Background: an optimization exercise with open tools, aiming at small area and a short achievable clock period. Do not read the settings as production practice. RTL that was checked went through simulation tests only; none was proved equivalent to the original. Power figures rest on the tool's default switching activity, not on a simulated workload.

==> flow/design.v (excerpt) <==
module fused_multiply_add
(
     input                                   clk
   , input                                   rst
   , input                                   cntrl_load
   , input        [31:0]                     cntrl_init
   , input                                   pass
   , input        [15:0]                     m
   , input        [15:0]                     x
   , input        [15:0]                     c
   , output logic                            y_valid_r
   , output logic [31:0]                     y_w
);
  logic [31:0] ys_r, yc_r;
  logic [25:14] yt_r;
  wire        opnd_en = pass;
  wire [15:0] cg = {16{opnd_en}} & c;
  wire [15:0] xg = {16{opnd_en}} & x;
  wire [16:-1] xe = {1'b0, xg, 1'b0};
  wire [15:-1] me = {m, 1'b0};
  wire [1:0] one0_d, two0_d, neg0_d;
  assign one0_d[0] = (me[0] ^ 1'b0);
  assign two0_d[0] = ((me[1] & ~me[0] & ~1'b0) | (~me[1] & me[0] & 1'b0));
  assign neg0_d[0] = me[1];
  assign one0_d[1] = (me[0] ^ 1'b0);
  assign two0_d[1] = ((me[1] & ~me[0] & ~1'b0) | (~me[1] & me[0] & 1'b0));
  assign neg0_d[1] = me[1];
  wire neg0 = neg0_d[0];
  wire [16:0] pp0;
  assign pp0[0] = (one0_d[0] & xe[0]) ^ neg0_d[0];
  fma_bsel u_b0_1 (.one(one0_d[0]), .two(two0_d[0]), .neg(neg0_d[0]), .xa(xe[1]), .xb(xe[0]), .p(pp0[1]));
  fma_bsel u_b0_2 (.one(one0_d[0]), .two(two0_d[0]), .neg(neg0_d[0]), .xa(xe[2]), .xb(xe[1]), .p(pp0[2]));
  fma_bsel u_b0_3 (.one(one0_d[0]), .two(two0_d[0]), .neg(neg0_d[0]), .xa(xe[3]), .xb(xe[2]), .p(pp0[3]));
  ...
clock: 8.0 ns
lec_check: 0
abc_area: 1
cap_margin: 20
core_margin: 2
core_utilization: 60
cts_buf_list: sky130_fd_sc_hd__clkbuf_8
setup_slack_margin: 3.2
slew_margin: 20
synth_hierarchical: 1
synth_minimum_keep_size: 0
standard.sh (not shown) runs the stock make flow with config.mk's settings and CLKGATE_MAP_FILE= SYNTH_SCRIPT=/design/flow/synth_recipe.tcl, a recipe that flattens the netlist after the stock synthesis.
==> flow/flow/run.sh <==
#!/bin/bash
# The standard layout (standard.sh), with two changes:
#  - synthesis maps logic with ABC's &nf mapper (flow/abc_map.script) in place of
#    ORFS's abc_area.script, which maps XOR-heavy logic to NAND2 trees;
#  - the port buffers are plain buf_1 cells instead of the default choice.
set -u
WORK=$(pwd)
rm -rf "$WORK/scripts"
cp -r "$FLOW_HOME/scripts" "$WORK/scripts"
cp "$WORK/flow/abc_map.script" "$WORK/scripts/abc_area.script"
export SCRIPTS_DIR="$WORK/scripts"
export BUFFER_PORTS_ARGS="-buffer_cell sky130_fd_sc_hd__buf_1"
bash standard.sh > standard.log 2>&1
==> flow/flow/abc_map.script <==
strash
&get -n
&fraig -x
&put
scorr
dc2
strash
&get -n
&dch -f
&nf -R 1000
&put
Then changed:
--- a/flow/flow/run.sh
+++ b/flow/flow/run.sh
@@ -2,3 +2,3 @@
 # The standard layout (standard.sh), with two changes:
-#  - synthesis maps logic with ABC's &nf mapper (flow/abc_map.script) in place of
+#  - synthesis maps logic with ABC's &nf mapper in area-recovery mode (flow/abc_map.script) in place of
 #    ORFS's abc_area.script, which maps XOR-heavy logic to NAND2 trees;
Settings changed: SETUP_SLACK_MARGIN 3.2 to 3.4.
=> Non-clock buffer count rose by 10. Clock power fell by 12%. Synthesized area stays the same. Critical path depth fell by 2. Via count rose by 3.0%. Total power rose by 4.2%. Core utilization rose by 2.0 points. Clock-buffer cell count is unchanged. First-iteration DRC count rose by 24%. Design area rose by 3.1%. Die area does not change.
Then changed:
--- a/flow/flow/run.sh
+++ b/flow/flow/run.sh
@@ -2,3 +2,3 @@
 # The standard layout (standard.sh), with two changes:
-#  - synthesis maps logic with ABC's &nf mapper in area-recovery mode (flow/abc_map.script) in place of
+#  - synthesis maps logic with ABC's &nf mapper (flow/abc_map.script) in place of
 #    ORFS's abc_area.script, which maps XOR-heavy logic to NAND2 trees;
Outcome: The changed run passed the timing, design-rule and antenna checks; wire length is unchanged; setup slack does not change; synthesized area stays the same; core utilization is unchanged.
Then changed:
==> flow/flow/abc_map.script (replaced) <==
strash
&get -n
&fraig -x
&put
scorr
dc2
dretime
strash
&get -n
&dch -f
&nf {D}
&put
The changed run finished with timing, DRC and antenna clean; non-clock buffer count fell by 11; hold slack improved by 0.0038 ns; register-to-register slack stays flat; worst setup slack got worse by 0.018 ns; clock-buffer cell count fell by 2; design area rose by 0.91%; via count fell by 1.2%; global-route usage barely changes.

Another version of the RTL of fused_multiply_add (not shown whole).
Size: about 950 cells after synthesis, about 0.011 mm² of cells after synthesis.
clock: 8.0 ns
lec_check: 0
abc_area: 1
cap_margin: 20
core_margin: 2
core_utilization: 60
cts_buf_list: sky130_fd_sc_hd__clkbuf_8
setup_slack_margin: 3.7
slew_margin: 20
synth_hierarchical: 1
synth_minimum_keep_size: 0
==> flow/flow/run.sh <==
#!/bin/bash
# The standard layout (standard.sh), with two changes:
#  - synthesis maps logic with ABC's &nf mapper (flow/abc_map.script) in place of
#    ORFS's abc_area.script, which maps XOR-heavy logic to NAND2 trees;
#  - the port buffers are plain buf_1 cells instead of the default choice.
set -u
WORK=$(pwd)
rm -rf "$WORK/scripts"
cp -r "$FLOW_HOME/scripts" "$WORK/scripts"
cp "$WORK/flow/abc_map.script" "$WORK/scripts/abc_area.script"
export SCRIPTS_DIR="$WORK/scripts"
export BUFFER_PORTS_ARGS="-buffer_cell sky130_fd_sc_hd__buf_1"
bash standard.sh > standard.log 2>&1
==> flow/flow/abc_map.script <==
strash
&get -n
&fraig -x
&put
scorr
dc2
dretime
strash
&get -n
&dch -f
&nf {D}
&put
Rerun with:
Settings changed: SETUP_SLACK_MARGIN 3.7 to 3.55.
Outcome: Power went down by about 3%; die area is unchanged; via count went down by about 2.6%; count of clock-buffer cells in the layout went down by 1; non-clock buffer count went down by 13; first-iteration DRC count went down by about 26%.
Function was not checked in any run of this note: the RTL went through the layout flow alone.

== JK ==
fused_multiply_add again, from the RTL that the note above started with.
clock: 8.0 ns
lec_check: 0
abc_area: 1
cap_margin: 20
core_margin: 2
core_utilization: 60
cts_buf_list: sky130_fd_sc_hd__clkbuf_8
setup_slack_margin: 3.4
slew_margin: 20
synth_hierarchical: 1
synth_minimum_keep_size: 0
==> flow/flow/abc_map.script <==
strash
&get -n
&fraig -x
&put
scorr
dc2
strash
&get -n
&dch -f
&nf -R 1000
&put
Scripts as last shown in full above: flow/flow/run.sh
Per the final summary, JK finished and its layout is clean on timing, DRC and antenna.
Here is what was changed in the inputs of MS compared with JK.
# JK
export LEC_CHECK = 0
export ABC_AREA = 1
export CAP_MARGIN = 20
export CORE_MARGIN = 2
export CORE_UTILIZATION = 60
export CTS_BUF_LIST = sky130_fd_sc_hd__clkbuf_8
export SETUP_SLACK_MARGIN = 3.4
export SLEW_MARGIN = 20
export SYNTH_HIERARCHICAL = 1
export SYNTH_MINIMUM_KEEP_SIZE = 0
create_clock -name core_clock -period 8.0 [get_ports {clk}]
# MS
export LEC_CHECK = 0
export ABC_AREA = 1
export CAP_MARGIN = 20
export CORE_MARGIN = 2
export CORE_UTILIZATION = 72
export CTS_BUF_LIST = sky130_fd_sc_hd__clkbuf_8
export SETUP_SLACK_MARGIN = 3.4
export SLEW_MARGIN = 20
export SYNTH_HIERARCHICAL = 1
export SYNTH_MINIMUM_KEEP_SIZE = 0
create_clock -name core_clock -period 8.0 [get_ports {clk}]
==> flow/flow/abc_map.script <==
strash
&get -n
&fraig -x
&put
scorr
dc2
dretime
strash
&get -n
&dch -f
&nf {D}
&put
Results
- Compared MS vs JK, and number of design-rule violations left by the first detailed-router iteration is up in MS.
- Comparing area share of and/or/nand/nor cells after synthesis for MS and JK, the smaller number came from MS.
- Higher global-route track usage on met3 was reported by MS, not JK.
- In MS, the final period utilization came out 0.42 points below the value in JK.
- JK → MS: via count of the first global-routing pass higher, number of cells in the finished layout apart from fillers now sits lower.
- Going from JK to MS, the largest driver fanout on the critical path was found to have gone down by 3.
- Diff JK -> MS: clock power now sits lower, critical path depth now sits lower, sequential share of layout area now sits higher, power dissipated in sequential cells now sits higher.
Function was not checked in any run of this note: the RTL went through the layout flow alone.

## afterwards: timing with drivers on the ports
Ports are ideal in the flow. The routed layouts listed here were re-timed in OpenROAD.
Step 1, drivers: a clkbuf_16 drives clk and a buf_2 each remaining input, both assumed.
Step 2 adds t to the input delays and takes it off the output delays; t is the mean of the earliest and latest rising clock arrival at the registers after step 1. Input paths then give back, and output paths get back, about the clock's delay inside the block.
Slacks: ideal / step 1 / step 2; pairs: ideal / step 1.
run | t, ns | setup slack, ns | worst setup path after step 2 | clock arrival spread, ns | cell pins on the clock port's net
the first run of note 1 | 0.410 | 3.295 / 3.316 / 2.905 | input to register | 0.011 / 0.011 | 1
the second run of note 1 | 0.415 | 3.492 / 3.447 / 3.096 | input to register | 0.012 / 0.012 | 1
the third run of note 1 | 0.415 | 3.492 / 3.447 / 3.096 | input to register | 0.012 / 0.012 | 1
the fourth run of note 1 | 0.422 | 3.473 / 3.464 / 3.066 | input to register | 0.012 / 0.013 | 1
the first run of note 2 | 0.416 | 3.546 / 3.503 / 3.124 | input to register | 0.014 / 0.014 | 1
the second run of note 2 | 0.409 | 3.563 / 3.522 / 3.175 | input to register | 0.016 / 0.016 | 1
JK | 0.433 | 3.450 / 3.439 / 3.038 | input to register | 0.009 / 0.008 | 1
MS | 0.430 | 3.484 / 3.444 / 3.054 | input to register | 0.014 / 0.014 | 1
After both steps every run listed still meets setup and hold. The setup slack of MS, which loses most, moves by -0.040 ns with the drivers and by -0.430 ns with both steps.
